From an optimization exercise on the open Yosys and OpenROAD flow, aimed at small area, a short achievable clock period and few clock cycles per item; shortcuts taken in it are not production practice. Where RTL was checked, it was by simulation tests only, not by an equivalence proof against the original.

==> module led_serial, before the edit <==
module led_serial
   (
    clk,
    reset,
    keyi,
    datai,
    dataq,
    start,
    done);
   input          clk;
   input          reset;
   input  [127:0] keyi;
   input  [63:0]  datai;
   output [63:0]  dataq;
   input          start;
   output         done;
   reg  [63:0] state;
   reg  [5:0]  rc;      
   reg  [1:0]  cnt;     
   reg         ksel;    
   reg         busy;
   reg         done_r;  
   wire last = (rc == 6'h09);
   wire [63:0] s;
   wire [63:0] t;
   genvar i, r, c;
   generate
      for (i = 0; i < 16; i = i + 1) begin : g_sb
         led_sbox u_sb (.x(state[63-4*i -: 4]), .y(s[63-4*i -: 4]));
      end
      for (r = 0; r < 4; r = r + 1) begin : g_sr_r
         for (c = 0; c < 4; c = c + 1) begin : g_sr_c
            assign t[63-4*(r*4+c) -: 4] = s[63-4*(r*4 + (c+r)%4) -: 4];
         end
      end
   endgenerate
   wire [63:0] mc;
   generate
      for (c = 0; c < 4; c = c + 1) begin : g_mc
         wire [15:0] o;
         led_mcol u_mc (.i({t[63-4*c -: 4], t[63-4*(4+c) -: 4],
                            t[63-4*(8+c) -: 4], t[63-4*(12+c) -: 4]}), .o(o));
         assign mc[63-4*c -: 4]      = o[15:12];
         assign mc[63-4*(4+c) -: 4]  = o[11:8];
         assign mc[63-4*(8+c) -: 4]  = o[7:4];
         assign mc[63-4*(12+c) -: 4] = o[3:0];
      end
   endgenerate
   wire       step_end = (cnt == 2'd3);
   wire       use_k1 = ~busy | (step_end & ~ksel);
   wire       use_k2 = busy & step_end & ksel;
   wire [5:0] rca = busy ? rc : 6'h01;
   wire       addc = ~(busy & last);
   wire [63:0] cmask = addc ? {4'h8, 1'b0, rca[5:3], 8'h0,
                                4'h9, 1'b0, rca[2:0], 8'h0,
                                4'h2, 1'b0, rca[5:3], 8'h0,
                                4'h3, 1'b0, rca[2:0], 8'h0} : 64'h0;
   wire [63:0] mask = ({64{use_k1}} & keyi[127:64]) | ({64{use_k2}} & keyi[63:0]);
   wire [63:0] state_next = (busy ? mc : datai) ^ mask ^ cmask;
   always @(posedge clk)
     if (busy | start)
       state <= state_next;
   always @(posedge clk)
     if (start & ~busy) begin
        rc   <= 6'h03;
        cnt  <= 2'd0;
        ksel <= 1'b1;
     end else begin
        rc   <= {rc[4:0], rc[5] ^ rc[4] ^ 1'b1};
        cnt  <= cnt + 2'd1;
        if (step_end) ksel <= ~ksel;
     end
   wire busy_next = busy ? ~last : start;
   always @(posedge clk, posedge reset)
     if (reset) begin
        busy   <= 1'b0;
        done_r <= 1'b1;
     end else begin
        busy   <= busy_next;
        done_r <= ~busy_next;
     end
   assign done  = done_r;
   assign dataq = state;
endmodule
export LEC_CHECK = 0
export CAP_MARGIN = 20
export CORE_MARGIN = 2
export CORE_UTILIZATION = 40
export PLACE_DENSITY = 0.6
export SLEW_MARGIN = 20
create_clock -name core_clock -period 10.0 [get_ports {clk}]
standard.sh (not shown) runs the stock make flow with config.mk's settings and CLKGATE_MAP_FILE= SYNTH_SCRIPT=/design/flow/synth_recipe.tcl, a recipe that flattens the netlist after the stock synthesis.
==> flow/flow/run.sh <==
#!/bin/bash
# Layout flow: the standard flow, with two changes.
#  1. Synthesis maps the logic with the ABC script flow/abc.script in place of
#     ORFS's abc_speed.script (same Yosys script, registers untouched).
#  2. The ports are buffered by the smallest buffer, sky130_fd_sc_hd__buf_1,
#     instead of the one buffer_ports picks by default.
set -euo pipefail
here=$(pwd)
rm -rf "$here/scripts_abc"
cp -r "$FLOW_HOME/scripts" "$here/scripts_abc"
cp "$here/flow/abc.script" "$here/scripts_abc/abc_speed.script"
bash standard.sh "SCRIPTS_DIR=$here/scripts_abc" synth > synth.log 2>&1
bash standard.sh "BUFFER_PORTS_ARGS=-buffer_cell sky130_fd_sc_hd__buf_1" finish > layout.log 2>&1
==> flow/flow/abc.script <==
&get -n
&st
&deepsyn -T 60
&dch
&nf
&put
Testbench counts at the start, summed over its fixed seeds: cycles 2,352, items 48.
Change:
--- a/flow/design.v
+++ b/flow/design.v
@@ -44,36 +44,40 @@
          assign mc[63-4*(4+c) -: 4]  = o[11:8];
          assign mc[63-4*(8+c) -: 4]  = o[7:4];
          assign mc[63-4*(12+c) -: 4] = o[3:0];
       end
    endgenerate
    wire       step_end = (cnt == 2'd3);
-   wire       use_k1 = ~busy | (step_end & ~ksel);
+   wire       load = ~busy & start;
+   wire       use_k1 = load | (busy & step_end & ~ksel);
    wire       use_k2 = busy & step_end & ksel;
-   wire [5:0] rca = busy ? rc : 6'h01;
-   wire       addc = ~(busy & last);
-   wire [63:0] cmask = addc ? {4'h8, 1'b0, rca[5:3], 8'h0,
-                                4'h9, 1'b0, rca[2:0], 8'h0,
-                                4'h2, 1'b0, rca[5:3], 8'h0,
-                                4'h3, 1'b0, rca[2:0], 8'h0} : 64'h0;
+   wire       busy_next = busy ? ~last : start;
+   wire [5:0] rca = (busy ? rc : 6'h01) & {6{busy_next}};
+   wire [3:0] c8 = {busy_next, 3'b000};
+   wire [3:0] c9 = {busy_next, 2'b00, busy_next};
+   wire [3:0] c2 = {2'b00, busy_next, 1'b0};
+   wire [3:0] c3 = {2'b00, busy_next, busy_next};
+   wire [63:0] cmask = {c8, 1'b0, rca[5:3], 8'h0,
+                        c9, 1'b0, rca[2:0], 8'h0,
+                        c2, 1'b0, rca[5:3], 8'h0,
+                        c3, 1'b0, rca[2:0], 8'h0};
    wire [63:0] mask = ({64{use_k1}} & keyi[127:64]) | ({64{use_k2}} & keyi[63:0]);
-   wire [63:0] state_next = (busy ? mc : datai) ^ mask ^ cmask;
+   wire [63:0] base = busy ? mc : (start ? datai : state);
+   wire [63:0] state_next = base ^ mask ^ cmask;
    always @(posedge clk)
-     if (busy | start)
-       state <= state_next;
+     state <= state_next;
    always @(posedge clk)
      if (start & ~busy) begin
         rc   <= 6'h03;
         cnt  <= 2'd0;
         ksel <= 1'b1;
      end else begin
         rc   <= {rc[4:0], rc[5] ^ rc[4] ^ 1'b1};
         cnt  <= cnt + 2'd1;
         if (step_end) ksel <= ~ksel;
      end
-   wire busy_next = busy ? ~last : start;
    always @(posedge clk, posedge reset)
      if (reset) begin
         busy   <= 1'b0;
         done_r <= 1'b1;
      end else begin
         busy   <= busy_next;
What happened: Fmax is lower by about 23%. Clock-buffer cell count came out higher by 1. Via count is higher by 9.3%. Wire length increases by 10%.
Only the layout flow was run in the second run of this note; the RTL was not checked for function there.

separate check: timing with driven ports:
Ports are ideal in the flow. The routed layouts listed here were re-timed in OpenROAD.
Step 1: set_driving_cell puts a clkbuf_16 on clk and a buf_2 on each other input, an assumption about the parent block.
Step 2 also shifts input and output timing later by t, the mid clock arrival at the registers, as if the neighbouring blocks saw the same clock.
Slacks: no drivers / after step 1 / after step 2; pairs: no drivers / after step 1.
run	t, ns	slack for setup (ns)	worst setup path at the end	latest minus earliest clock arrival (ns)	worst data-port slew with drivers (ns)
the first run	0.378	6.808 / 6.808 / 6.684	input to register	0.013 / 0.012	0.04
the second run	0.383	5.833 / 5.849 / 5.466	input to register	0.007 / 0.006	0.04
After both steps setup and hold are still met in every run listed. For the second run, which loses most, drivers alone change the setup slack by +0.016 ns; drivers and shift together by -0.367 ns.
